Source: an optimization exercise on an open RTL-to-GDS flow (aim: small area). Production flows keep margins and buffers that such runs may drop. Only simulation tests tie the RTL to the original design; equivalence was not proved. Power and IR drop assume default switching activity.

==> branch onyx: inputs <==
==> flow/design.v (excerpt) <==
module riscv(
    input clk,
    input reset,
    input [4:0] debug_reg_select,
    output [31:0] debug_reg_out,
    output [31:0] fetchPC,
    input  [31:0] imem_rdata,
    output [31:0] dmem_addr,
    output [31:0] dmem_wdata,
    output        dmem_we,
    output [1:0]  dmem_size,
    input  [31:0] dmem_rdata
);
wire [31:0] ins = imem_rdata;
wire b6 = ins[6];
wire b5 = ins[5];
wire b4 = ins[4];
wire b3 = ins[3];
wire b2 = ins[2];
wire [2:0] f3 = ins[14:12];
wire nr = ~reset;
wire is_load   = ~b6 & ~b5 & ~b4;
wire is_store  = ~b6 &  b5 & ~b4;
wire is_aluop  =  b4 & ~b2;             
wire is_op     =  b4 & ~b2 & b5;        
wire is_lui    =  b5 & b4 & b2;
wire is_auipc  = ~b5 & b4 & b2;
wire is_branch =  b6 & ~b2;
wire is_jal    =  b3;
wire is_jalr   =  b6 & b2 & ~b3;
wire is_link   =  b6 & b2;              
wire reg_write = ~(b5 & ~b4 & ~b2);     
reg  [31:0] pc;
wire [31:0] pc4;
wire [31:0] tgt;
wire [31:0] npc;
wire [31:2] ic;
assign ic[2] = 1'b1;
genvar gi;
generate
    for (gi = 2; gi < 32; gi = gi + 1) begin : inc
        assign pc4[gi] = pc[gi] ^ ic[gi];
        if (gi < 31) begin : c
            assign ic[gi+1] = ic[gi] & pc[gi];
  ...
clock: 15.0 ns
lec_check: 0
cap_margin: 0
core_margin: 2
core_utilization: 55.0
place_density: 0.75
slew_margin: 0
synth_hierarchical: 1
standard.sh (not shown) runs the stock make flow with config.mk's settings and CLKGATE_MAP_FILE= SYNTH_SCRIPT=/design/flow/synth_recipe.tcl, a recipe that flattens the netlist after the stock synthesis.
==> flow/flow/run.sh <==
#!/bin/bash
# Own layout flow: the standard ORFS flow (standard.sh, all steps), with
#  - every input and output port buffered by the smallest buffer, buf_1,
#    instead of the flow's default port buffer cell;
#  - the clock tree built from clkbuf_16 clusters of up to 30 sinks, without
#    dummy loads.
# Each ORFS step writes its full log under orfs/logs/; make's own output goes
# to make_finish.log in this folder.
set -euo pipefail
export BUFFER_PORTS_ARGS="-buffer_cell sky130_fd_sc_hd__buf_1"
export CTS_ARGS="-sink_clustering_enable -repair_clock_nets -dont_use_dummy_load -buf_list sky130_fd_sc_hd__clkbuf_16 -sink_clustering_size 30 -sink_clustering_max_diameter 80"
bash standard.sh > make_finish.log 2>&1
==> branch amber (differences from branch onyx) <==
--- a/flow/design.v
+++ b/flow/design.v
@@ -73,31 +73,70 @@
         end
         mux2ix m (.s(ci), .a0(s0n[i]), .a1(s1n[i]), .y(s[i]));
     end
 endgenerate
 endmodule
 module shifter (
-    input  [31:0] an,
+    input  [31:0] a,
+    input         left,
     input  [4:0]  sa,
-    input         fill,
+    input         f,
     output [31:0] y
 );
-wire [31:0] s0 = an;
-wire [31:0] s1, s2, s3, s4;
-wire fn = ~fill;
+wire r0 = ~left & ~sa[0], r1 = ~left & sa[0], l0 = left & ~sa[0], l1 = left & sa[0];
+wire [3:0] d, e;      
+assign d = {sa[2] & sa[1], sa[2] & ~sa[1], ~sa[2] & sa[1], ~sa[2] & ~sa[1]};
+assign e = {sa[4] & sa[3], sa[4] & ~sa[3], ~sa[4] & sa[3], ~sa[4] & ~sa[3]};
+wire d23 = sa[2], d123 = sa[2] | sa[1];
+wire e23 = sa[4], e123 = sa[4] | sa[3];
+wire [31:0] sa_, sb_;
 genvar i;
 generate
     for (i = 0; i < 32; i = i + 1) begin : m
-        mux2ix u1 (.s(sa[0]), .a0(s0[i]), .a1(i + 1  < 32 ? s0[i+1]  : fn),   .y(s1[i]));
-        mux2ix u2 (.s(sa[1]), .a0(s1[i]), .a1(i + 2  < 32 ? s1[i+2]  : fill), .y(s2[i]));
-        mux2ix u3 (.s(sa[2]), .a0(s2[i]), .a1(i + 4  < 32 ? s2[i+4]  : fn),   .y(s3[i]));
-        mux2ix u4 (.s(sa[3]), .a0(s3[i]), .a1(i + 8  < 32 ? s3[i+8]  : fill), .y(s4[i]));
-        mux2ix u5 (.s(sa[4]), .a0(s4[i]), .a1(i + 16 < 32 ? s4[i+16] : fn),   .y(y[i]));
+        if (i < 31) begin : a4
+            sel4 u (.s0(r0), .d0(a[i]), .s1(r1), .d1(a[i+1]), .s2(l0), .d2(a[31-i]), .s3(l1), .d3(a[30-i]), .y(sa_[i]));
+        end else begin : a3
+            sel3 u (.s0(r0), .d0(a[i]), .s1(l0), .d1(a[31-i]), .s2(sa[0]), .d2(f), .y(sa_[i]));
+        end
+        if (i + 6 < 32) begin : b4
+            sel4 u (.s0(d[0]), .d0(sa_[i]), .s1(d[1]), .d1(sa_[i+2]), .s2(d[2]), .d2(sa_[i+4]), .s3(d[3]), .d3(sa_[i+6]), .y(sb_[i]));
+        end else if (i + 4 < 32) begin : b4f
+            sel4 u (.s0(d[0]), .d0(sa_[i]), .s1(d[1]), .d1(sa_[i+2]), .s2(d[2]), .d2(sa_[i+4]), .s3(d[3]), .d3(f), .y(sb_[i]));
+        end else if (i + 2 < 32) begin : b3
+            sel3 u (.s0(d[0]), .d0(sa_[i]), .s1(d[1]), .d1(sa_[i+2]), .s2(d23), .d2(f), .y(sb_[i]));
+        end else begin : b2
+            sel2 u (.s0(d[0]), .d0(sa_[i]), .s1(d123), .d1(f), .y(sb_[i]));
+        end
+        if (i + 24 < 32) begin : c4
+            sel4 u (.s0(e[0]), .d0(sb_[i]), .s1(e[1]), .d1(sb_[i+8]), .s2(e[2]), .d2(sb_[i+16]), .s3(e[3]), .d3(sb_[i+24]), .y(y[i]));
+        end else if (i + 16 < 32) begin : c4f
+            sel4 u (.s0(e[0]), .d0(sb_[i]), .s1(e[1]), .d1(sb_[i+8]), .s2(e[2]), .d2(sb_[i+16]), .s3(e[3]), .d3(f), .y(y[i]));
+        end else if (i + 8 < 32) begin : c3
+            sel3 u (.s0(e[0]), .d0(sb_[i]), .s1(e[1]), .d1(sb_[i+8]), .s2(e23), .d2(f), .y(y[i]));
+        end else begin : c2
+            sel2 u (.s0(e[0]), .d0(sb_[i]), .s1(e123), .d1(f), .y(y[i]));
+        end
     end
 endgenerate
 endmodule
+module sel4(input s0, d0, s1, d1, s2, d2, s3, d3, output y);
+wire n0, n1;
+ao222i u0 (.a1(s0), .a2(d0), .b1(s1), .b2(d1), .c1(s2), .c2(d2), .y(n0));
+nand2x u1 (.a(s3), .b(d3), .y(n1));
+nand2x u2 (.a(n0), .b(n1), .y(y));
+endmodule
+module sel3(input s0, d0, s1, d1, s2, d2, output y);
+wire n0;
+ao222i u0 (.a1(s0), .a2(d0), .b1(s1), .b2(d1), .c1(s2), .c2(d2), .y(n0));
+invx u1 (.a(n0), .y(y));
+endmodule
+module sel2(input s0, d0, s1, d1, output y);
+wire n0;
+mux2ix u0 (.s(s1), .a0(d0), .a1(d1), .y(n0));
+invx u1 (.a(n0), .y(y));
+endmodule
 module ao222i(input a1, a2, b1, b2, c1, c2, output y);
 assign y = ~((a1 & a2) | (b1 & b2) | (c1 & c2));
 endmodule
 module nand4x(input a, b, c, d, output y);
 assign y = ~(a & b & c & d);
 endmodule
@@ -141,23 +180,47 @@
 module invx(input a, output y);
 assign y = ~a;
 endmodule
 module nor2x(input a, b, output y);
 assign y = ~(a | b);
 endmodule
+module a21ox(input a1, a2, b1, output y);
+assign y = (a1 & a2) | b1;
+endmodule
 module dec5 (
     input  [4:0]  a,
     output [30:0] y
 );
 genvar k;
 generate
     for (k = 1; k < 32; k = k + 1) begin : d
         assign y[k-1] = (a == k);
     end
 endgenerate
 endmodule
+module dec5w (
+    input  [4:0]  a,
+    input         en,
+    input         force1,
+    output [30:0] y
+);
+wire [3:0] h;       
+wire [7:0] l;       
+genvar k;
+generate
+    for (k = 0; k < 4; k = k + 1) begin : hi
+        assign h[k] = en & (a[4:3] == k);
+    end
+    for (k = 0; k < 8; k = k + 1) begin : lo
+        assign l[k] = (a[2:0] == k);
+    end
+    for (k = 1; k < 32; k = k + 1) begin : d
+        a21ox u (.a1(h[k/8]), .a2(l[k%8]), .b1(force1), .y(y[k-1]));
+    end
+endgenerate
+endmodule
 module rf_rdport (
     input  [30:0]  sel,
     input  [991:0] q,       
     output [31:0]  rd
 );
 genvar j, k;
@@ -252,18 +315,18 @@
 wire tgt_co;
 addchain #(30) tgt_add (.a(pc[31:2]), .b(imm_t[31:2]), .ci(pc[1] & imm_t[1]),
                         .s(tgt[31:2]), .pp(tgt_pp), .gg(tgt_gg), .co(tgt_co));
 wire [31:0] rs1, rs2, wd;
 wire [991:0] q;
 wire [30:0] wdec, sel1, sel2, sel3;
-dec5 dec_w (.a(ins[11:7]), .y(wdec));
+dec5w dec_w (.a(ins[11:7]), .en(reg_write), .force1(reset), .y(wdec));
 generate
     for (gi = 1; gi < 32; gi = gi + 1) begin : x
         reg [31:0] r;
         always @(posedge clk)
-            if (reset | (reg_write & wdec[gi-1]))
+            if (wdec[gi-1])
                 r <= wd;
         assign q[32*(gi-1) +: 32] = r;
     end
 endgenerate
 dec5 dec_1 (.a(ins[19:15]), .y(sel1));
 dec5 dec_2 (.a(ins[24:20]), .y(sel2));
@@ -295,20 +358,14 @@
 wire eq  = &{pp[30], pp[28], pp[26], pp[24], pp[22], pp[20], pp[18], pp[16],
              pp[14], pp[12], pp[10], pp[8], pp[6], pp[4], pp[2], pp[0]}
          & ~|{pp[31], pp[29], pp[27], pp[25], pp[23], pp[21], pp[19], pp[17],
               pp[15], pp[13], pp[11], pp[9], pp[7], pp[5], pp[3], pp[1]};
 wire cond = (f3[2] ? (f3[1] ? ltu : lt) : eq) ^ f3[0];
 wire take = is_jal | (is_branch & cond);
-wire left = ~f3[2];
-wire [31:0] shin_n, shr;
-generate
-    for (gi = 0; gi < 32; gi = gi + 1) begin : rev
-        mux2ix u (.s(left), .a0(rs1[gi]), .a1(rs1[31-gi]), .y(shin_n[gi]));
-    end
-endgenerate
-shifter sh (.an(shin_n), .sa(beff[4:0]), .fill(ins[30] & rs1[31]), .y(shr));
+wire [31:0] shr;
+shifter sh (.a(rs1), .left(~f3[2]), .sa(beff[4:0]), .f(ins[30] & rs1[31]), .y(shr));
 wire a_nr   = is_aluop & nr;
 wire s_sum  = a_nr & (f3 == 3'b000);
 wire s_lui  = is_lui & nr;
 wire s_sll  = a_nr & (f3 == 3'b001);
 wire s_slt  = a_nr & (f3 == 3'b010);
 wire s_sltu = a_nr & (f3 == 3'b011);
==> flow/flow/run.sh (replaced) <==
#!/bin/bash
# Own layout flow: the standard ORFS flow (standard.sh, all steps), with
#  - every input and output port buffered by the smallest buffer, buf_1,
#    instead of the flow's default port buffer cell;
#  - the clock tree built from clkbuf_16 clusters of up to 28 sinks, without
#    dummy loads.
# Each ORFS step writes its full log under orfs/logs/; make's own output goes
# to make_finish.log in this folder.
set -euo pipefail
export BUFFER_PORTS_ARGS="-buffer_cell sky130_fd_sc_hd__buf_1"
export CTS_ARGS="-sink_clustering_enable -repair_clock_nets -dont_use_dummy_load -buf_list sky130_fd_sc_hd__clkbuf_16 -sink_clustering_size 28 -sink_clustering_max_diameter 90"
bash standard.sh > make_finish.log 2>&1
==> flow/config.mk (replaced) <==
export PLATFORM = sky130hd
export DESIGN_NAME = riscv
export DESIGN_NICKNAME = riscv
export VERILOG_FILES = /design/flow/design.v
export SDC_FILE = /design/flow/constraint.sdc
export NUM_CORES = 8
export LEC_CHECK = 0
export CAP_MARGIN = 10
export CORE_MARGIN = 2
export CORE_UTILIZATION = 55.0
export PLACE_DENSITY = 0.75
export SLEW_MARGIN = 10
export SYNTH_HIERARCHICAL = 1
==> qor summary <==
item	branch onyx	branch amber
Multi-input gates	2,471	2,501
Cell type of the slowest stage on the worst timing path	sky130_fd_sc_hd__nand2b_1	sky130_fd_sc_hd__nor2_4
Share of power burned in registers	53.5%	52.8%
R2r startpoint	x[7].r[0]$_DFFE_PP_	x[19].r[0]$_DFFE_PP_
Net switching share of the total power	35.7%	36.4%
Final layout net count	4,093	4,155
Number of buffers other than clock buffers in the final layout	366	373
Slowest cell delay on critical path	0.93 ns	0.84 ns
DRT Wirelength	234,000 um	240,000 um
Signal buf overhead	3.55%	3.67%
Total Routing Usage GR	46.9%	48.6%
Status	finished clean	finished clean
Chip width	310 um	308 um
Hold WS	0.585 ns	0.574 ns
Starting Density	55.3%	55.5%
DRC marker count from the first detailed-route iteration	17,600	19,300

[static timing again, ports no longer ideal]
The results above use ideal ports. As a check the final layouts listed here were re-extracted and re-timed, cells and wires unchanged. Step 1 sets driving cells, clkbuf_16 on the clock port and buf_2 on the other inputs (assumed; they add their load-dependent delay and slew). Step 2, shift: input delay + t, output delay - t, t = (earliest + latest rising clock arrival at the registers) / 2. This alone moves slack from input paths to output paths. Slacks: ideal ports / drivers / drivers and shift; pairs: ideal ports / drivers.
run	shift t [ns]	slack for setup (ns)	latest minus earliest clock arrival (ns)
branch onyx	0.754	0.868 / 0.845 / 0.845	0.091 / 0.091
branch amber	0.739	0.537 / 0.510 / 0.510	0.126 / 0.126
After both steps every run listed still meets setup and hold. For branch amber, which loses most, drivers alone change the setup slack by -0.027 ns; drivers and shift together by -0.027 ns.
